This is an optimization exercise on Yosys and OpenROAD, whose aim is small area and a short achievable clock period, not a production implementation. Function was checked by simulation only, so behaviour that the tests miss may differ from the original. No activity file was given, so power comes from the tool's default toggle rates.

== P ==
// ACC_CPU_32BITS
module ACC_CPU_32BITS(
	input button_clock_in,
	input [16:0] Input,
	output wire [0:27] Output7Segments,
	input clock,
	output wire WaitingInput,
	input reset_in,
	output wire Negative,
	output wire [0:20] OutputPC,
	output wire [14:0] mem_addr,
	output wire [31:0] mem_wdata,
	output wire mem_we,
	input [31:0] mem_rdata
	);
For scale: ~4900 cells after synthesis, roughly 150 I/O pins.
Settings: LEC_CHECK=0, CAP_MARGIN=20, CORE_MARGIN=2, CORE_UTILIZATION=40, SLEW_MARGIN=20, SYNTH_HIERARCHICAL=1, SYNTH_MINIMUM_KEEP_SIZE=0; clock period 105.0 ns.
standard.sh (not shown) runs the stock make flow with config.mk's settings and CLKGATE_MAP_FILE= SYNTH_SCRIPT=/design/flow/synth_recipe.tcl, a recipe that flattens the netlist after the stock synthesis.
==> flow/flow/run.sh <==
#!/bin/bash
# Layout flow: the standard flow (standard.sh: ORFS synthesis through
# finish), with the port buffers that ORFS inserts at global placement made
# sky130_fd_sc_hd__buf_2 cells instead of the cell buffer_ports picks by
# default.  Every port still gets its own buffer.  The ORFS logs stay under
# orfs/logs; the output of the make run goes to standard.log.
set -euo pipefail
cd "$(dirname "$0")/.."
bash standard.sh "BUFFER_PORTS_ARGS=-buffer_cell sky130_fd_sc_hd__buf_2" finish > standard.log 2>&1
Every stage of the flow completed for P, and the final layout passed the timing, design-rule and antenna checks.
The inputs of Q differ from those of P as listed below.
Settings: CTS_CLUSTER_DIAMETER: unset -> 100; CTS_CLUSTER_SIZE: unset -> 18.
==> flow/run.sh (new file) <==
#!/bin/bash
# synth_recipe.tcl (not shown) runs the flow's synth.tcl, then flattens the netlist and writes it again
# the make line also repeats each setting of config.mk as NAME=value (left out here)
make -C /OpenROAD-flow-scripts/flow DESIGN_CONFIG=/design/flow/config.mk WORK_HOME=/design/flow/orfs CLKGATE_MAP_FILE= SYNTH_SCRIPT=/design/flow/synth_recipe.tcl finish
removed: flow/flow/run.sh
removed: flow/standard.sh
### Flow results
Routed length on met2, P and Q: larger value in P. Q falls short of P in least setup slack across all paths after layout. [compare] base=P new=Q: number of cells on the worst reg-to-reg path flat; overall track demand over capacity in global routing shows no meaningful change. Power: Q draws less than P. Q vs P: combinational cell fraction of total power up in Q. As of Q, sum of routed wire length over all layers had fallen slightly compared to P. Layout buffering overhead excluding clock cells: Q vs P up 1.7 points. Pin slew with the least headroom to its limit came out lower on Q than on P.


== the baseline ==
ACC_CPU_32BITS, a different RTL version from the one above (not shown whole).
Size: about 150 I/O pins.
==> flow/design.v (excerpt) <==
module ACC_CPU_32BITS(
	input button_clock_in,
	input [16:0] Input,
	output wire [0:27] Output7Segments,
	input clock,
	output wire WaitingInput,
	input reset_in,
	output wire Negative,
	output wire [0:20] OutputPC,
	output wire [14:0] mem_addr,
	output wire [31:0] mem_wdata,
	output wire mem_we,
	input [31:0] mem_rdata
	);
clock: 105.0 ns
lec_check: 0
cap_margin: 20
core_margin: 2
core_utilization: 40
cts_cluster_diameter: 100
cts_cluster_size: 18
slew_margin: 20
synth_hierarchical: 1
synth_minimum_keep_size: 0
==> flow/flow/run.sh <==
#!/bin/bash
# Layout flow: the standard flow (standard.sh: ORFS synthesis through
# finish), with the port buffers that ORFS inserts at global placement made
# sky130_fd_sc_hd__buf_2 cells instead of the cell buffer_ports picks by
# default.  Every port still gets its own buffer.  The ORFS logs stay under
# orfs/logs; the output of the make run goes to standard.log.
set -euo pipefail
cd "$(dirname "$0")/.."
bash standard.sh "BUFFER_PORTS_ARGS=-buffer_cell sky130_fd_sc_hd__buf_2" finish > standard.log 2>&1
Modified inputs, the candidate compared to the baseline
--- a/flow/config.mk
+++ b/flow/config.mk
@@ -6,9 +6,11 @@
 export NUM_CORES = 4
 export LEC_CHECK = 0
+export ABC_AREA = 1
 export CAP_MARGIN = 20
 export CORE_MARGIN = 2
-export CORE_UTILIZATION = 40
+export CORE_UTILIZATION = 50
 export CTS_CLUSTER_DIAMETER = 100
 export CTS_CLUSTER_SIZE = 18
+export PLACE_DENSITY = 0.75
 export SLEW_MARGIN = 20
 export SYNTH_HIERARCHICAL = 1
Findings:
The candidate reached the final stage; the timing, design-rule and antenna checks on its layout passed. Compared with the baseline, the candidate shows number of well taps lower by 18%. When the candidate is measured against the baseline, its wire length of the first global-routing pass turns out about 1.2% lower. Count of clock-net buffers in the final layout (the candidate over the baseline): increase, 3. In the metrics for the candidate and the baseline, the one carrying the lower clock network power share is the candidate. The final RePlAce weighted congestion number comes out lower for the baseline vs the candidate. Comparing the candidate and the baseline, hold slack is higher on the baseline.


== rev 12 ==
ACC_CPU_32BITS again, from the RTL that the note above started with.
clock: 105.0 ns
lec_check: 0
cap_margin: 20
core_margin: 2
core_utilization: 40
cts_cluster_diameter: 100
cts_cluster_size: 18
gpl_timing_driven: 0
slew_margin: 20
synth_hierarchical: 1
synth_minimum_keep_size: 0
Scripts as last shown in full above: flow/flow/run.sh
Here is what was changed in the inputs of rev 13 compared with rev 12.
Settings: GPL_TIMING_DRIVEN no longer set, was 0; ABC_AREA now 1, previously not set; CORE_UTILIZATION now 60, was 40.
Findings:
First element of the critical path = reset_in: rev 13; first element of the critical path = mem_rdata[0]: rev 12
No stage failed in rev 13, and the final checks on the layout all came back clean.
From rev 12 to rev 13 the numbers moved as follows: share of cell area taken by flip-flops and latches climbed 0.69 points; final period demand of the worst path dropped 0.47 ns; maximum number of pins on one net before global-route repair climbed 76%.
[compare] base=rev 12 new=rev 13: starting utilization of the core area up 20 points, mean number of vias per cell went up.


Starting RTL as in the previous note.
// ACC_CPU_32BITS
module ACC_CPU_32BITS(
	input button_clock_in,
	input [16:0] Input,
	output wire [0:27] Output7Segments,
	input clock,
	output wire WaitingInput,
	input reset_in,
	output wire Negative,
	output wire [0:20] OutputPC,
	output wire [14:0] mem_addr,
	output wire [31:0] mem_wdata,
	output wire mem_we,
	input [31:0] mem_rdata
	);
	localparam [63:0] M_DEF  = 64'h04ff01009efddff7;  
	localparam [63:0] M_MULC = 64'h00001e0000002008;  
	localparam [63:0] M_AY   = 64'h0051000000000001;  
	localparam [63:0] M_AX   = 64'h00a2000082000100;  
	localparam [63:0] M_ASP  = 64'h0000000004000000;  
	localparam [63:0] M_AAUX = 64'h0000000000010000;  
	localparam [63:0] M_ASR3 = 64'h0400000000000000;  
	localparam [63:0] M_AZ   = 64'h0000010018fc0000;  
	localparam [63:0] M_BM   = 64'h0000150018a894a5;  
	localparam [63:0] M_BI   = 64'h00000a0000546a5a;  
	localparam [63:0] M_BZ   = 64'h040f000006010100;  
	localparam [63:0] M_SUB  = 64'h00c0000080000607;
	localparam [63:0] M_AND  = 64'h0000000000000030;
	localparam [63:0] M_OR   = 64'h0000000000001800;
	localparam [63:0] M_XOR  = 64'h000000000000c000;
	localparam [63:0] M_FLAGS= 64'h0000000000000007;  
	localparam [63:0] M_DACC = 64'h0003000010c0def0;
	localparam [63:0] M_DX   = 64'h00a8000084310000;
  ...
Settings: LEC_CHECK=0, ABC_AREA=1, CAP_MARGIN=20, CORE_MARGIN=2, CORE_UTILIZATION=40, CTS_CLUSTER_DIAMETER=100, CTS_CLUSTER_SIZE=18, SLEW_MARGIN=20, SYNTH_HIERARCHICAL=1, SYNTH_MINIMUM_KEEP_SIZE=0; clock period 105.0 ns.
Scripts as last shown in full above: flow/flow/run.sh
The first run completed without violations.
==> next run, changes <==
==> flow/run.sh (new file) <==
#!/bin/bash
# synth_recipe.tcl (not shown) runs the flow's synth.tcl, then flattens the netlist and writes it again
# the make line also repeats each setting of config.mk as NAME=value (left out here)
make -C /OpenROAD-flow-scripts/flow DESIGN_CONFIG=/design/flow/config.mk WORK_HOME=/design/flow/orfs CLKGATE_MAP_FILE= SYNTH_SCRIPT=/design/flow/synth_recipe.tcl finish
Settings changed: ABC_AREA 1 to default.
removed: flow/flow/run.sh
removed: flow/standard.sh
After rerunning: The new run finished with timing, DRC and antenna clean; clock-buffer cell count increases by 5; maximum frequency decreases by a few percent; sequential share of layout area decreases by 0.42 points; total power decreases by a few percent; clock skew decreases by 0.025 ns; global-route usage decreases by 1.2 points; critical path depth increases by 9; die area is about the same; worst setup slack loses 0.80 ns.

-- re-timing with driven ports --
The flow's constraints put no driver on any port. The routed layouts listed below were extracted and timed again, unchanged, in two steps.
Step 1 (the two cells are an assumption about what drives the block):
set clk [get_ports {clock}]
set_driving_cell -lib_cell sky130_fd_sc_hd__clkbuf_16 $clk
set_driving_cell -lib_cell sky130_fd_sc_hd__buf_2 [delete_from_list [all_inputs] $clk]
Step 2 also shifts input and output timing later by t, the mid clock arrival at the registers, as if the neighbouring blocks saw the same clock.
Three values: ideal, step 1, step 2; two values: the first two.
run | shift t [ns] | slack for setup (ns) | worst data-port slew with drivers (ns) | pins driven straight from the clock port
P | 0.742 | 82.501 / 82.550 / 81.808 | 0.10 | 1
Q | 0.677 | 82.041 / 82.093 / 81.416 | 0.12 | 1
the baseline | 0.669 | 82.422 / 82.467 / 81.798 | 0.07 | 1
the candidate | 0.677 | 82.564 / 82.613 / 81.936 | 0.07 | 1
rev 12 | 0.720 | 82.067 / 82.124 / 81.404 | 0.12 | 1
rev 13 | 0.668 | 82.541 / 82.587 / 81.919 | 0.07 | 1
the first run of note 4 | 0.728 | 82.774 / 82.699 / 82.245 | 0.06 | 1
the second run of note 4 | 0.683 | 81.973 / 82.024 / 81.341 | 0.06 | 1
After both steps setup and hold are still met in every run listed. The setup slack of P, which loses most, moves by +0.049 ns with the drivers and by -0.693 ns with both steps.
